Background: an optimization exercise with open tools, aiming at small area. Do not read the settings as production practice.
At most, simulation tests tie the RTL to the original design; equivalence was not proved.
Power is estimated from default activity; no workload was simulated.

old:
Design temp, start of the top module:
module temp(clk, rst_n, sda_i, sda_o, sda_oe, scl, out_led, arrange);
==> module temp, before the edit <==
module temp(clk, rst_n, sda_i, sda_o, sda_oe, scl, out_led, arrange);
    input clk;
    input rst_n;
    input sda_i;
    output sda_o;
    output sda_oe;
    output scl;
    output [7:0] out_led;
    output [7:0] arrange;
    reg [1:0] p;
    reg [2:0] q;
    reg [5:0] d;
    reg [9:0] n;
    reg [1:0] count;
    reg scl, sda_r, sda_link;
    reg [7:0] rd0, rd1;
    wire q4   = q[2] & ~q[1];           
    wire p1   = ~p[1] & p[0];           
    wire p3   = p[1] & ~p[0];           
    wire step = q4 & p3;                
    wire tog  = q4 & p1;                
    wire inc  = step & scl;             
    wire cinc = (d == 6'b100000) & p1;  
    wire act  = n[9];
    wire [4:0] a = n[4:0];
    wire last = n[9] & n[4] & n[3] & n[2];      
    wire [9:0] nx = n + inc;
    always @(posedge clk or negedge rst_n)
        if (!rst_n) begin
            p <= 2'b00;
            q <= 3'b000;
            d <= 6'b000000;
            count <= 2'd0;
            scl <= 1'b1;
            n <= 10'd12;
        end else begin
            p <= {p[0], ~p[1]};
            q <= {q[1:0], ~(q[2] | q[1])};
            d <= {d[4:0], ~(d[5] ^ d[4])};
            count <= count + cinc;
            scl <= scl ^ tog;
            n <= nx & ~({last, 4'b0000, last, 3'b000, last} & {10{inc}});
        end
    wire link_a = ~a[4] & (~a[3] | ~(a[2] | a[1] | a[0]))
                | a[4] & (a[3] & a[2] | a[3] & a[1] & a[0] | ~a[3] & ~a[2] & a[1] & ~a[0]);
    wire sda_z = act & (a[1] & ~a[2] & ~a[3] | a[2] & ~a[1] & a[0]
                        | ~a[3] & ~a[2] & ~a[1] & ~a[0] & scl | a[3] & a[2] & ~scl);
    always @(posedge clk or negedge rst_n)
        if (!rst_n) begin
            sda_r <= 1'b1;
            sda_link <= 1'b0;
        end else begin
            if (step) sda_r <= ~sda_z;
            if (step & act) sda_link <= link_a;
            else if (inc & n == 10'd511) sda_link <= 1'b0;
        end
    wire rd_en = inc & act;
    genvar k;
    generate
        for (k = 0; k < 8; k = k + 1) begin : g_rd
            always @(posedge clk or negedge rst_n)
                if (!rst_n) begin
                    rd0[k] <= 1'b0;
                    rd1[k] <= 1'b0;
                end else begin
                    if (rd_en & a == 17 - k) rd0[k] <= sda_i;
                    if (rd_en & a == 26 - k) rd1[k] <= sda_i;
                end
        end
    endgenerate
    assign sda_o = sda_r;
    assign sda_oe = sda_link;
    wire [7:0] y = count[1] ? rd0 : {1'b0, rd1[7:1]};
    wire lo = count[1] ? rd1[7] : rd1[0];
    function [3:0] dstep;
        input [2:0] r;
        input b;
        reg qb;
        begin
            qb = r[2] | (r[1] & (r[0] | b));
            dstep = {qb, r[1] & ~r[0] & ~b | r[2] & b,
                         r[0] & (~r[1] | b) | r[2] & ~b,
                         b ^ qb};
        end
    endfunction
    wire [3:0] s5 = dstep({1'b0, y[7:6]}, y[5]);
    wire [3:0] s4 = dstep(s5[2:0], y[4]);
    wire [3:0] s3 = dstep(s4[2:0], y[3]);
    wire [3:0] s2 = dstep(s3[2:0], y[2]);
    wire [3:0] s1 = dstep(s2[2:0], y[1]);
    wire [3:0] s0 = dstep(s1[2:0], y[0]);
    wire [3:0] dig = count[0] ? {s3[3], s2[3], s1[3], s0[3]} : {s0[2:0], lo};
    reg [6:0] seg;
    always @*
        case (dig)
            4'd0: seg = 7'b0000001;
            4'd1: seg = 7'b1001111;
            4'd2: seg = 7'b0010010;
            4'd3: seg = 7'b0000110;
            4'd4: seg = 7'b1001100;
            4'd5: seg = 7'b0100100;
            4'd6: seg = 7'b0100000;
            4'd7: seg = 7'b0001111;
            4'd8: seg = 7'b0000000;
            4'd9: seg = 7'b0001100;
            default: seg = 7'b1111111;
        endcase
    assign out_led = {seg, ~(count[1] & ~count[0])};
    assign arrange = {4'b1111, ~(4'b0001 << count)};
endmodule
Settings: LEC_CHECK=0, CAP_MARGIN=20, CORE_MARGIN=2, CORE_UTILIZATION=40, SLEW_MARGIN=20; clock period 10.0 ns.
standard.sh (not shown) runs the stock make flow with config.mk's settings and CLKGATE_MAP_FILE= SYNTH_SCRIPT=/design/flow/synth_recipe.tcl, a recipe that flattens the netlist after the stock synthesis.
==> flow/flow/run.sh <==
#!/bin/bash
# Own layout flow: the standard ORFS flow (standard.sh) with three changes:
#  1. synthesis: the final ABC technology mapping uses an area-oriented script
#     (flow/abc_map.script) instead of ORFS's abc_area/abc_speed script; the
#     rest of synthesis (registers, names, flattening, renaming) is unchanged;
#  2. port buffers are the smallest buffer (buf_1) instead of ORFS's default;
#  3. clock tree: no dummy loads, small clock buffers, large sink clusters.
# Each tool's full output stays in orfs/logs/ (one log per step) and make's
# output in flow_make.log.
set -euo pipefail
work=$(pwd)
abc_script=$work/flow/abc_map.script
{
    head -n 1 synth_recipe.tcl
    cat <<TCL
proc abc {args} {
    set i [lsearch -exact \$args -script]
    if {\$i >= 0} { set args [lreplace \$args [expr {\$i + 1}] [expr {\$i + 1}] $abc_script] }
    puts "own flow: abc {*}\$args"
    yosys abc {*}\$args
}
TCL
    tail -n +2 synth_recipe.tcl
} > own_synth.tcl
export BUFFER_PORTS_ARGS="-buffer_cell sky130_fd_sc_hd__buf_1"
export CTS_ARGS="-sink_clustering_enable -repair_clock_nets -dont_use_dummy_load -buf_list {sky130_fd_sc_hd__clkbuf_4 sky130_fd_sc_hd__clkbuf_8} -sink_clustering_size 50 -sink_clustering_max_diameter 300"
bash standard.sh SYNTH_SCRIPT=$work/own_synth.tcl finish > flow_make.log 2>&1
==> flow/flow/abc_map.script <==
strash
balance
rewrite
refactor
balance
rewrite
rewrite -z
balance
refactor -z
rewrite -z
balance
dch -f
amap
topo
old completed end to end with timing, DRC and antenna clean.
Modified inputs, new compared to old
--- a/flow/design.v
+++ b/flow/design.v
@@ -17,58 +17,77 @@
     reg [7:0] rd0, rd1;
     wire q4   = q[2] & ~q[1];           
     wire p1   = ~p[1] & p[0];           
     wire p3   = p[1] & ~p[0];           
     wire step = q4 & p3;                
     wire tog  = q4 & p1;                
-    wire inc  = step & scl;             
+    wire odd  = scl;                    
+    wire inc  = step & odd;
     wire cinc = (d == 6'b100000) & p1;  
-    wire act  = n[9];
-    wire [4:0] a = n[4:0];
-    wire last = n[9] & n[4] & n[3] & n[2];      
-    wire [9:0] nx = n + inc;
+    wire [10:0] nx = {1'b0, n} + inc;
     always @(posedge clk or negedge rst_n)
         if (!rst_n) begin
             p <= 2'b00;
             q <= 3'b000;
             d <= 6'b000000;
             count <= 2'd0;
             scl <= 1'b1;
-            n <= 10'd12;
+            n <= 10'd506;
         end else begin
             p <= {p[0], ~p[1]};
             q <= {q[1:0], ~(q[2] | q[1])};
             d <= {d[4:0], ~(d[5] ^ d[4])};
             count <= count + cinc;
             scl <= scl ^ tog;
-            n <= nx & ~({last, 4'b0000, last, 3'b000, last} & {10{inc}});
+            n <= nx[9:0] | (nx[10] ? 10'd495 : 10'd0);
         end
-    wire link_a = ~a[4] & (~a[3] | ~(a[2] | a[1] | a[0]))
-                | a[4] & (a[3] & a[2] | a[3] & a[1] & a[0] | ~a[3] & ~a[2] & a[1] & ~a[0]);
-    wire sda_z = act & (a[1] & ~a[2] & ~a[3] | a[2] & ~a[1] & a[0]
-                        | ~a[3] & ~a[2] & ~a[1] & ~a[0] & scl | a[3] & a[2] & ~scl);
     always @(posedge clk or negedge rst_n)
         if (!rst_n) begin
             sda_r <= 1'b1;
             sda_link <= 1'b0;
-        end else begin
-            if (step) sda_r <= ~sda_z;
-            if (step & act) sda_link <= link_a;
-            else if (inc & n == 10'd511) sda_link <= 1'b0;
+        end else if (step) begin
+            if (!odd) begin
+                case (n)
+                    10'd1006: sda_link <= 1'b1;
+                    10'd1007: sda_r <= 1'b1;
+                    10'd1008: sda_r <= 1'b0;
+                    10'd1009: sda_r <= 1'b0;
+                    10'd1010: sda_r <= 1'b1;
+                    10'd1011: sda_r <= 1'b0;
+                    10'd1012: sda_r <= 1'b1;
+                    10'd1013: sda_r <= 1'b1;
+                    10'd1014: sda_r <= 1'b1;
+                    10'd1015: sda_link <= 1'b0;
+                    10'd495: begin sda_r <= 1'b0; sda_link <= 1'b1; end
+                    10'd496: sda_link <= 1'b0;
+                    10'd504: begin sda_r <= 1'b1; sda_link <= 1'b1; end
+                    10'd505: sda_r <= 1'b0;
+                    default: ;
+                endcase
+            end else begin
+                case (n)
+                    10'd1005: sda_link <= 1'b0;
+                    10'd1006: sda_r <= 1'b0;
+                    10'd505: sda_r <= 1'b1;
+                    default: ;
+                endcase
+            end
         end
-    wire rd_en = inc & act;
+    wire in0 = (n[9:3] == 7'b1111111);
+    wire in1 = (n[9:3] == 7'b0111110);
     genvar k;
     generate
         for (k = 0; k < 8; k = k + 1) begin : g_rd
+            wire hit = inc & (n[2:0] == 7 - k);
             always @(posedge clk or negedge rst_n)
                 if (!rst_n) begin
                     rd0[k] <= 1'b0;
                     rd1[k] <= 1'b0;
                 end else begin
-                    if (rd_en & a == 17 - k) rd0[k] <= sda_i;
-                    if (rd_en & a == 26 - k) rd1[k] <= sda_i;
+                    if (hit & in0) rd0[k] <= sda_i;
+                    if (hit & in1) rd1[k] <= sda_i;
                 end
         end
     endgenerate
     assign sda_o = sda_r;
     assign sda_oe = sda_link;
     wire [7:0] y = count[1] ? rd0 : {1'b0, rd1[7:1]};
--- outcome ---
new | status: complete | timing, DRC, antenna: pass
new ends up with a global-route wire length before repair that is about 11% higher than in old.
Status: buffer share of cell area parity (old, new)
old ended up with fewer cell instances than new did.
Changes observed in new relative to old: total length of routed met2 wires moved up, portion of the clock cycle consumed by the worst path in the final layout moved down, total power moved up, post-synthesis compound-gate area fraction moved down.
Only the layout flow was run in new; the RTL was not checked for function there.

afterwards: timing with drivers on the ports:
In the flow no input, the clock included, has a driving cell. The finished layouts below were timed again as built, in two steps.
Step 1, drivers: a clkbuf_16 drives clk and a buf_2 each remaining input, both assumed.
Step 2 times the ports against the registers' clock, not the clock port: input delays grow and output delays shrink by t, the midpoint of the rising clock arrivals with the driver on.
a / b / c = ideal / step 1 / step 2; a / b = the first two.
run | t (ns) | setup WS [ns] | worst setup path after step 2 | slew at the worst register clock pin (ns)
old | 0.305 | 2.302 / 2.276 / 2.582 | register to output | 0.09 / 0.09
new | 0.310 | 2.414 / 2.386 / 2.696 | register to output | 0.09 / 0.09
After both steps every run listed still meets setup and hold.
